From an optimization exercise on the open Yosys and OpenROAD flow, aimed at small area and a short achievable clock period; shortcuts taken in it are not production practice. The RTL was checked by simulation tests, not by an equivalence proof against the original design. Power is estimated from default activity; no workload was simulated.

## fpadder
module fpadder(input [15:0] A, input [15:0] B, input clk, input rst, output reg [15:0] C);
wire [5:0] dbo = {1'b0, A[14:10]} - {1'b0, B[14:10]};
reg        sa1, sb1, abig1;
reg [4:0]  eb1, d1;
reg [9:0]  ma1, mb1;
always @(posedge clk) begin
	sa1   <= A[15];
	sb1   <= B[15];
	abig1 <= ~dbo[5] & ((|dbo[4:0]) | (A[9:0] > B[9:0]));
	eb1   <= B[14:10];
	d1    <= dbo[4:0];
	ma1   <= A[9:0];
	mb1   <= B[9:0];
end
wire [9:0]  xm1 = abig1 ? ma1 : mb1;
wire [9:0]  ym1 = abig1 ? mb1 : ma1;
wire [4:0]  sh1 = abig1 ? d1 : -d1;
wire [10:0] ys = {1'b1, ym1} >> sh1[3:0];
wire [10:0] yv = sh1[4] ? 11'd0 : ys;
wire        sub1 = sa1 ^ sb1;
reg        sign2, sub2;
reg [4:0]  exp2;    
reg [9:0]  xm2;
reg [10:0] ym2;
always @(posedge clk) begin
	sign2 <= abig1 ? sa1 : sb1;
	sub2  <= sub1;
	exp2  <= eb1 + (abig1 ? d1 : 5'd0) + 5'd1;
	xm2   <= xm1;
	ym2   <= yv ^ {11{sub1}};
end
wire [12:0] s = {2'b01, xm2, 1'b1} + {sub2, ym2, sub2};
reg        sign3;
reg [4:0]  exp3;    
reg [11:0] s3;
always @(posedge clk) begin
	sign3 <= sign2;
	exp3  <= exp2;
	s3    <= s[12:1];
end
reg [3:0] k;
always @(*) begin
	casez (s3[11:1])
	11'b1??????????: k = 4'd0;
	11'b01?????????: k = 4'd1;
	11'b001????????: k = 4'd2;
	11'b0001???????: k = 4'd3;
	11'b00001??????: k = 4'd4;
	11'b000001?????: k = 4'd5;
	11'b0000001????: k = 4'd6;
  ...
Size: roughly 450 cells after synthesis, about 95 flip-flops, roughly 50 I/O pins, ~4600 um2 of cells after synthesis.
export LEC_CHECK = 0
export CAP_MARGIN = 20
export CORE_MARGIN = 2
export CORE_UTILIZATION = 65
export CTS_BUF_LIST = sky130_fd_sc_hd__clkbuf_8 sky130_fd_sc_hd__clkbuf_16
export CTS_CLUSTER_DIAMETER = 500
export CTS_CLUSTER_SIZE = 100
export SETUP_SLACK_MARGIN = 2.0
export SLEW_MARGIN = 20
export TNS_END_PERCENT = 0
create_clock -name core_clock -period 4.0 [get_ports {clk}]
standard.sh (not shown) runs the stock make flow with config.mk's settings and CLKGATE_MAP_FILE= SYNTH_SCRIPT=/design/flow/synth_recipe.tcl, a recipe that flattens the netlist after the stock synthesis.
==> flow/flow/run.sh <==
#!/bin/bash
# Standard layout, with plain buffers (not delay cells) on the ports.
set -euo pipefail
export BUFFER_PORTS_ARGS="-buffer_cell sky130_fd_sc_hd__buf_2"
bash standard.sh > standard.log 2>&1
The first run completed without violations.
Then changed:
ABC_AREA = 1   (was unset)
CORE_UTILIZATION = 40   (was 65)
CTS_BUF_LIST = sky130_fd_sc_hd__clkbuf_4 sky130_fd_sc_hd__clkbuf_8   (was sky130_fd_sc_hd__clkbuf_8 sky130_fd_sc_hd__clkbuf_16)
CTS_CLUSTER_DIAMETER = 80   (was 500)
CTS_CLUSTER_SIZE = 50   (was 100)
SETUP_SLACK_MARGIN = 2.3   (was 2.0)
Synthesized cell count rose by 32%.
Worst setup slack improves by 0.18 ns.
Utilization went down by 29 points.
Power rose by 4.0%.
Non-clock buffer count is higher by 11.

========
fpadder, a different RTL version from the one above (not shown whole).
For scale: ~460 cells after synthesis, roughly 95 flip-flops, ~50 I/O pins, ~4600 µm² of cells after synthesis.
clock: 4.0 ns
lec_check: 0
cap_margin: 20
core_margin: 2
core_utilization: 65
cts_buf_list: sky130_fd_sc_hd__clkbuf_4 sky130_fd_sc_hd__clkbuf_8
cts_cluster_diameter: 80
cts_cluster_size: 50
setup_slack_margin: 2.0
slew_margin: 20
tns_end_percent: 0
==> flow/flow/run.sh <==
#!/bin/bash
# Standard layout, with plain buffers (not delay cells) on the ports.
set -euo pipefail
export BUFFER_PORTS_ARGS="-buffer_cell sky130_fd_sc_hd__buf_1"
bash standard.sh > standard.log 2>&1
Change:
==> flow/flow/run.sh (replaced) <==
#!/bin/bash
# Standard layout, with plain buffers (not delay cells) on the ports.
set -euo pipefail
export BUFFER_PORTS_ARGS="-buffer_cell sky130_fd_sc_hd__buf_2"
bash standard.sh > standard.log 2>&1
CORE_UTILIZATION = 40   (was 65)
CTS_BUF_LIST = not set   (was sky130_fd_sc_hd__clkbuf_4 sky130_fd_sc_hd__clkbuf_8)
CTS_CLUSTER_DIAMETER = not set   (was 80)
CTS_CLUSTER_SIZE = not set   (was 50)
TNS_END_PERCENT = not set   (was 0)
Critical path depth shrinks by 1; sequential cell count is unchanged; utilization shrinks by 25 points.
Change:
CORE_UTILIZATION = 65   (was 40)
CTS_BUF_LIST = sky130_fd_sc_hd__clkbuf_4 sky130_fd_sc_hd__clkbuf_8   (was not set)
CTS_CLUSTER_DIAMETER = 80   (was not set)
CTS_CLUSTER_SIZE = 50   (was not set)
TNS_END_PERCENT = 0   (was not set)
What happened:
- The new run went through all stages and came out clean
- fmax decreases by 3.0%
- worst hold slack improved by 4.9 ps
- sequential power hardly moves
- total power came out lower by 11%
- cell area falls by 10%
- non-clock buffer count goes down by 25
Change:
CORE_UTILIZATION = 40   (was 65)
CTS_BUF_LIST = not set   (was sky130_fd_sc_hd__clkbuf_4 sky130_fd_sc_hd__clkbuf_8)
CTS_CLUSTER_DIAMETER = not set   (was 80)
CTS_CLUSTER_SIZE = not set   (was 50)
Count of clock-buffer cells in the layout is higher by 2.
Setup slack improves by 32 ps.
Global-route usage fell by 9.8 points.
Power grows by a few percent.
Wire length came out lower slightly.
Synthesized cell count is unchanged.
Change:
==> flow/run.sh (new file) <==
#!/bin/bash
# synth_recipe.tcl (not shown) runs the flow's synth.tcl, then flattens the netlist and writes it again
# the make line also repeats each setting of config.mk as NAME=value (left out here)
make -C /OpenROAD-flow-scripts/flow DESIGN_CONFIG=/design/flow/config.mk WORK_HOME=/design/flow/orfs CLKGATE_MAP_FILE= SYNTH_SCRIPT=/design/flow/synth_recipe.tcl finish
removed: flow/flow/run.sh
removed: flow/standard.sh
=>
- The new run passed the timing, DRC and antenna checks
- routed wire length came out higher by 1.9%
- via count rises by 1.2%
- worst hold slack improves by 3.5 ps
- final cell count climbs by 0.61%
- power goes up by 1.5%

==> re-timing with driven ports <==
How much do the figures lean on ideal ports? The routed layouts below were timed once more, with nothing changed but the port constraints. Step 1, drivers: a clkbuf_16 drives clk and a buf_2 each remaining input, both assumed. Step 2 adds t to the input delays and takes it off the output delays; t is the mean of the earliest and latest rising clock arrival at the registers after step 1. Input paths then give back, and output paths get back, about the clock's delay inside the block. a / b / c = ideal / step 1 / step 2; a / b = the first two.
run	t (ns)	setup slack, ns	worst data-port slew with drivers (ns)
the first run of note 1	0.381	1.852 / 1.852 / 1.704	0.03
the second run of note 1	0.386	2.036 / 2.036 / 1.706	0.03
the first run of note 2	0.380	1.781 / 1.781 / 1.445	0.04
the second run of note 2	0.377	1.827 / 1.815 / 1.438	0.06
the third run of note 2	0.374	1.759 / 1.759 / 1.412	0.03
the fourth run of note 2	0.364	1.790 / 1.771 / 1.406	0.06
the fifth run of note 2	0.371	1.804 / 1.804 / 1.447	0.04
After both steps every run listed still meets setup and hold. For the second run of note 2, which loses most, drivers alone change the setup slack by -0.012 ns; drivers and shift together by -0.389 ns.
